Background: an optimization exercise with open tools, aiming at small area, a short achievable clock period and few clock cycles per item. Do not read the settings as production practice.

==> flow/design.v <==
`default_nettype none
module square_root32(
		input wire iCLOCK,
		input wire inRESET,
		input wire iDATA_REQ,
		output wire oDATA_BUSY,
		input wire [31:0] iDATA,
		output wire oDATA_VALID,
		input wire iDATA_BUSY,
		output wire [15:0] oDATA
	);
	reg b_skid_valid;
	reg [15:0] b_skid_data;
	reg b_out_valid;
	reg [15:0] b_out_data;
	wire adv = !b_skid_valid;
	reg b_v1;
	reg b_v2;
	reg b_v3;
	reg b_v4;
	reg b_v5;
	reg b_v6;
	wire [31:0] x0;
	wire [0:0] q1;
	wire [1:0] r1;
	wire [29:0] x1;
	reg [1:0] qn2;
	wire [1:0] q2 = ~qn2;
	reg [2:0] r2;
	reg [27:0] x2;
	wire [2:0] q3;
	wire [3:0] r3;
	wire [25:0] x3;
	wire [3:0] q4;
	wire [4:0] r4;
	wire [23:0] x4;
	reg [4:0] qn5;
	wire [4:0] q5 = ~qn5;
	reg [5:0] r5;
	reg [21:0] x5;
	wire [5:0] q6;
	wire [6:0] r6;
	wire [19:0] x6;
	wire [6:0] q7;
	wire [7:0] r7;
	wire [17:0] x7;
	reg [7:0] qn8;
	wire [7:0] q8 = ~qn8;
	reg [8:0] r8;
	reg [15:0] x8;
	wire [8:0] q9;
	wire [9:0] r9;
	wire [13:0] x9;
	reg [9:0] qn10;
	wire [9:0] q10 = ~qn10;
	reg [10:0] r10;
	reg [11:0] x10;
	wire [10:0] q11;
	wire [11:0] r11;
	wire [9:0] x11;
	reg [11:0] qn12;
	wire [11:0] q12 = ~qn12;
	reg [12:0] r12;
	reg [7:0] x12;
	wire [12:0] q13;
	wire [13:0] r13;
	wire [5:0] x13;
	reg [13:0] qn14;
	wire [13:0] q14 = ~qn14;
	reg [14:0] r14;
	reg [3:0] x14;
	wire [14:0] q15;
	wire [15:0] r15;
	wire [1:0] x15;
	wire [15:0] q16;
	assign x0 = iDATA;
	wire ge0 = (x0[31:30] != 2'b00);
	assign q1 = {ge0};
	assign r1 = (ge0 ? (x0[31:30] - 2'd1) : x0[31:30]);
	assign x1 = x0[29:0];
	wire [3:0] t1 = {r1, x1[29:28]};
	wire [4:0] d1 = {1'b0, t1} - {2'b00, q1, 2'b01};
	wire ge1 = !d1[4];
	always @(posedge iCLOCK) begin
		if (adv) begin
			qn2 <= ~{q1, ge1};
			r2 <= (ge1 ? d1[2:0] : t1[2:0]);
			x2 <= x1[27:0];
		end
	end
	wire [4:0] t2 = {r2, x2[27:26]};
	wire [5:0] d2 = {1'b0, t2} - {2'b00, q2, 2'b01};
	wire ge2 = !d2[5];
	assign q3 = {q2, ge2};
	assign r3 = (ge2 ? d2[3:0] : t2[3:0]);
	assign x3 = x2[25:0];
	wire [5:0] t3 = {r3, x3[25:24]};
	wire [6:0] d3 = {1'b0, t3} - {2'b00, q3, 2'b01};
	wire ge3 = !d3[6];
	assign q4 = {q3, ge3};
	assign r4 = (ge3 ? d3[4:0] : t3[4:0]);
	assign x4 = x3[23:0];
	wire [6:0] t4 = {r4, x4[23:22]};
	wire [7:0] d4 = {1'b0, t4} - {2'b00, q4, 2'b01};
	wire ge4 = !d4[7];
	always @(posedge iCLOCK) begin
		if (adv) begin
			qn5 <= ~{q4, ge4};
			r5 <= (ge4 ? d4[5:0] : t4[5:0]);
			x5 <= x4[21:0];
		end
	end
	wire [7:0] t5 = {r5, x5[21:20]};
	wire [8:0] d5 = {1'b0, t5} - {2'b00, q5, 2'b01};
	wire ge5 = !d5[8];
	assign q6 = {q5, ge5};
	assign r6 = (ge5 ? d5[6:0] : t5[6:0]);
	assign x6 = x5[19:0];
	wire [8:0] t6 = {r6, x6[19:18]};
	wire [9:0] d6 = {1'b0, t6} - {2'b00, q6, 2'b01};
	wire ge6 = !d6[9];
	assign q7 = {q6, ge6};
	assign r7 = (ge6 ? d6[7:0] : t6[7:0]);
	assign x7 = x6[17:0];
	wire [9:0] t7 = {r7, x7[17:16]};
	wire [10:0] d7 = {1'b0, t7} - {2'b00, q7, 2'b01};
	wire ge7 = !d7[10];
	always @(posedge iCLOCK) begin
		if (adv) begin
			qn8 <= ~{q7, ge7};
			r8 <= (ge7 ? d7[8:0] : t7[8:0]);
			x8 <= x7[15:0];
		end
	end
	wire [10:0] t8 = {r8, x8[15:14]};
	wire [11:0] d8 = {1'b0, t8} - {2'b00, q8, 2'b01};
	wire ge8 = !d8[11];
	assign q9 = {q8, ge8};
	assign r9 = (ge8 ? d8[9:0] : t8[9:0]);
	assign x9 = x8[13:0];
	wire [11:0] t9 = {r9, x9[13:12]};
	wire [12:0] d9 = {1'b0, t9} - {2'b00, q9, 2'b01};
	wire ge9 = !d9[12];
	always @(posedge iCLOCK) begin
		if (adv) begin
			qn10 <= ~{q9, ge9};
			r10 <= (ge9 ? d9[10:0] : t9[10:0]);
			x10 <= x9[11:0];
		end
	end
	wire [12:0] t10 = {r10, x10[11:10]};
	wire [13:0] d10 = {1'b0, t10} - {2'b00, q10, 2'b01};
	wire ge10 = !d10[13];
	assign q11 = {q10, ge10};
	assign r11 = (ge10 ? d10[11:0] : t10[11:0]);
	assign x11 = x10[9:0];
	wire [13:0] t11 = {r11, x11[9:8]};
	wire [14:0] d11 = {1'b0, t11} - {2'b00, q11, 2'b01};
	wire ge11 = !d11[14];
	always @(posedge iCLOCK) begin
		if (adv) begin
			qn12 <= ~{q11, ge11};
			r12 <= (ge11 ? d11[12:0] : t11[12:0]);
			x12 <= x11[7:0];
		end
	end
	wire [14:0] t12 = {r12, x12[7:6]};
	wire [15:0] d12 = {1'b0, t12} - {2'b00, q12, 2'b01};
	wire ge12 = !d12[15];
	assign q13 = {q12, ge12};
	assign r13 = (ge12 ? d12[13:0] : t12[13:0]);
	assign x13 = x12[5:0];
	wire [15:0] t13 = {r13, x13[5:4]};
	wire [16:0] d13 = {1'b0, t13} - {2'b00, q13, 2'b01};
	wire ge13 = !d13[16];
	always @(posedge iCLOCK) begin
		if (adv) begin
			qn14 <= ~{q13, ge13};
			r14 <= (ge13 ? d13[14:0] : t13[14:0]);
			x14 <= x13[3:0];
		end
	end
	wire [16:0] t14 = {r14, x14[3:2]};
	wire [17:0] d14 = {1'b0, t14} - {2'b00, q14, 2'b01};
	wire ge14 = !d14[17];
	assign q15 = {q14, ge14};
	assign r15 = (ge14 ? d14[15:0] : t14[15:0]);
	assign x15 = x14[1:0];
	wire [17:0] t15 = {r15, x15[1:0]};
	wire [18:0] d15 = {1'b0, t15} - {2'b00, q15, 2'b01};
	wire ge15 = !d15[18];
	wire [15:0] res = {q15, ge15};
	always @(posedge iCLOCK or negedge inRESET) begin
		if (!inRESET) b_v1 <= 1'b0;
		else if (adv) b_v1 <= iDATA_REQ;
	end
	always @(posedge iCLOCK or negedge inRESET) begin
		if (!inRESET) b_v2 <= 1'b0;
		else if (adv) b_v2 <= b_v1;
	end
	always @(posedge iCLOCK or negedge inRESET) begin
		if (!inRESET) b_v3 <= 1'b0;
		else if (adv) b_v3 <= b_v2;
	end
	always @(posedge iCLOCK or negedge inRESET) begin
		if (!inRESET) b_v4 <= 1'b0;
		else if (adv) b_v4 <= b_v3;
	end
	always @(posedge iCLOCK or negedge inRESET) begin
		if (!inRESET) b_v5 <= 1'b0;
		else if (adv) b_v5 <= b_v4;
	end
	always @(posedge iCLOCK or negedge inRESET) begin
		if (!inRESET) b_v6 <= 1'b0;
		else if (adv) b_v6 <= b_v5;
	end
	wire out_free = !b_out_valid || !iDATA_BUSY;
	always @(posedge iCLOCK or negedge inRESET) begin
		if (!inRESET) begin
			b_out_valid <= 1'b0;
			b_skid_valid <= 1'b0;
		end else if (out_free) begin
			b_out_valid <= b_skid_valid || b_v6;
			b_skid_valid <= 1'b0;
		end else if (!b_skid_valid) begin
			b_skid_valid <= b_v6;
		end
	end
	always @(posedge iCLOCK) begin
		if (out_free) b_out_data <= b_skid_valid ? b_skid_data : res;
		if (!b_skid_valid) b_skid_data <= res;
	end
	assign oDATA_BUSY = b_skid_valid;
	assign oDATA_VALID = b_out_valid;
	assign oDATA = b_out_data;
endmodule
`default_nettype wire
==> flow/config.mk <==
export PLATFORM = sky130hd
export DESIGN_NAME = square_root32
export DESIGN_NICKNAME = square_root32
export VERILOG_FILES = /design/flow/design.v
export SDC_FILE = /design/flow/constraint.sdc
export NUM_CORES = 4
export LEC_CHECK = 0
export ABC_AREA = 1
export CAP_MARGIN = 20
export CORE_MARGIN = 2
export CORE_UTILIZATION = 40
export CTS_BUF_LIST = sky130_fd_sc_hd__clkbuf_8
export SLEW_MARGIN = 20
==> flow/constraint.sdc <==
create_clock -name core_clock -period 15.0 [get_ports {iCLOCK}]
set_input_delay 3.0000 -clock core_clock [delete_from_list [all_inputs] [get_ports {iCLOCK}]]
set_output_delay 3.0000 -clock core_clock [all_outputs]
set_load 0.01 [all_outputs]
standard.sh (not shown) runs the stock make flow with config.mk's settings and CLKGATE_MAP_FILE= SYNTH_SCRIPT=/design/flow/synth_recipe.tcl, a recipe that flattens the netlist after the stock synthesis.
==> flow/flow/run.sh <==
#!/bin/bash
bash standard.sh SETUP_SLACK_MARGIN=10.9 finish > standard.log 2>&1
Next try:
--- a/flow/design.v
+++ b/flow/design.v
@@ -24,8 +24,7 @@
 	wire [0:0] q1;
 	wire [1:0] r1;
 	wire [29:0] x1;
-	reg [1:0] qn2;
-	wire [1:0] q2 = ~qn2;
+	reg [1:0] q2;
 	reg [2:0] r2;
 	reg [27:0] x2;
 	wire [2:0] q3;
@@ -34,8 +33,7 @@
 	wire [3:0] q4;
 	wire [4:0] r4;
 	wire [23:0] x4;
-	reg [4:0] qn5;
-	wire [4:0] q5 = ~qn5;
+	reg [4:0] q5;
 	reg [5:0] r5;
 	reg [21:0] x5;
 	wire [5:0] q6;
@@ -44,29 +42,25 @@
 	wire [6:0] q7;
 	wire [7:0] r7;
 	wire [17:0] x7;
-	reg [7:0] qn8;
-	wire [7:0] q8 = ~qn8;
+	reg [7:0] q8;
 	reg [8:0] r8;
 	reg [15:0] x8;
 	wire [8:0] q9;
 	wire [9:0] r9;
 	wire [13:0] x9;
-	reg [9:0] qn10;
-	wire [9:0] q10 = ~qn10;
+	reg [9:0] q10;
 	reg [10:0] r10;
 	reg [11:0] x10;
 	wire [10:0] q11;
 	wire [11:0] r11;
 	wire [9:0] x11;
-	reg [11:0] qn12;
-	wire [11:0] q12 = ~qn12;
+	reg [11:0] q12;
 	reg [12:0] r12;
 	reg [7:0] x12;
 	wire [12:0] q13;
 	wire [13:0] r13;
 	wire [5:0] x13;
-	reg [13:0] qn14;
-	wire [13:0] q14 = ~qn14;
+	reg [13:0] q14;
 	reg [14:0] r14;
 	reg [3:0] x14;
 	wire [14:0] q15;
@@ -83,7 +77,7 @@
 	wire ge1 = !d1[4];
 	always @(posedge iCLOCK) begin
 		if (adv) begin
-			qn2 <= ~{q1, ge1};
+			q2 <= {q1, ge1};
 			r2 <= (ge1 ? d1[2:0] : t1[2:0]);
 			x2 <= x1[27:0];
 		end
@@ -105,7 +99,7 @@
 	wire ge4 = !d4[7];
 	always @(posedge iCLOCK) begin
 		if (adv) begin
-			qn5 <= ~{q4, ge4};
+			q5 <= {q4, ge4};
 			r5 <= (ge4 ? d4[5:0] : t4[5:0]);
 			x5 <= x4[21:0];
 		end
@@ -127,7 +121,7 @@
 	wire ge7 = !d7[10];
 	always @(posedge iCLOCK) begin
 		if (adv) begin
-			qn8 <= ~{q7, ge7};
+			q8 <= {q7, ge7};
 			r8 <= (ge7 ? d7[8:0] : t7[8:0]);
 			x8 <= x7[15:0];
 		end
@@ -143,7 +137,7 @@
 	wire ge9 = !d9[12];
 	always @(posedge iCLOCK) begin
 		if (adv) begin
-			qn10 <= ~{q9, ge9};
+			q10 <= {q9, ge9};
 			r10 <= (ge9 ? d9[10:0] : t9[10:0]);
 			x10 <= x9[11:0];
 		end
@@ -159,7 +153,7 @@
 	wire ge11 = !d11[14];
 	always @(posedge iCLOCK) begin
 		if (adv) begin
-			qn12 <= ~{q11, ge11};
+			q12 <= {q11, ge11};
 			r12 <= (ge11 ? d11[12:0] : t11[12:0]);
 			x12 <= x11[7:0];
 		end
@@ -175,7 +169,7 @@
 	wire ge13 = !d13[16];
 	always @(posedge iCLOCK) begin
 		if (adv) begin
-			qn14 <= ~{q13, ge13};
+			q14 <= {q13, ge13};
 			r14 <= (ge13 ? d13[14:0] : t13[14:0]);
 			x14 <= x13[3:0];
 		end
=>
- routed wire length rises by 0.82%
- worst hold slack gets worse by 20 ps
- count of clock-buffer cells in the layout falls by 2
- worst setup slack degrades by 39 ps
- die area came out higher by 2.3%
- core utilization shrinks by 0.57 points
- critical path depth climbs by 22
- synthesized area went up by 2.3%
- flip-flop and latch count is unchanged
- via count is higher by 2.8%
- final cell count rises by 3.4%
No functional check of the RTL was part of any run of this note.

## afterwards: timing with drivers on the ports
Ports are ideal in the flow. The routed layouts listed here were re-timed in OpenROAD.
Step 1 (the two cells are an assumption about what drives the block):
set clk [get_ports {iCLOCK}]
set_driving_cell -lib_cell sky130_fd_sc_hd__clkbuf_16 $clk
set_driving_cell -lib_cell sky130_fd_sc_hd__buf_2 [delete_from_list [all_inputs] $clk]
Step 2 adds t to the input delays and takes it off the output delays; t is the mean of the earliest and latest rising clock arrival at the registers after step 1. Input paths then give back, and output paths get back, about the clock's delay inside the block.
Three values: ideal ports, drivers, drivers and shift; two values: the first two.
run | t, ns | slack for setup (ns) | worst hold slack (ns) | worst setup path after step 2 | cell pins on the clock port's net
the first run | 0.621 | 10.784 / 10.735 / 10.561 | 0.415 / 0.415 / 0.415 | input to register | 1
the second run | 0.633 | 10.745 / 10.745 / 10.576 | 0.395 / 0.395 / 0.395 | input to register | 1
After both steps setup and hold are still met in every run listed. The setup slack of the first run, which loses most, moves by -0.049 ns with the drivers and by -0.223 ns with both steps.
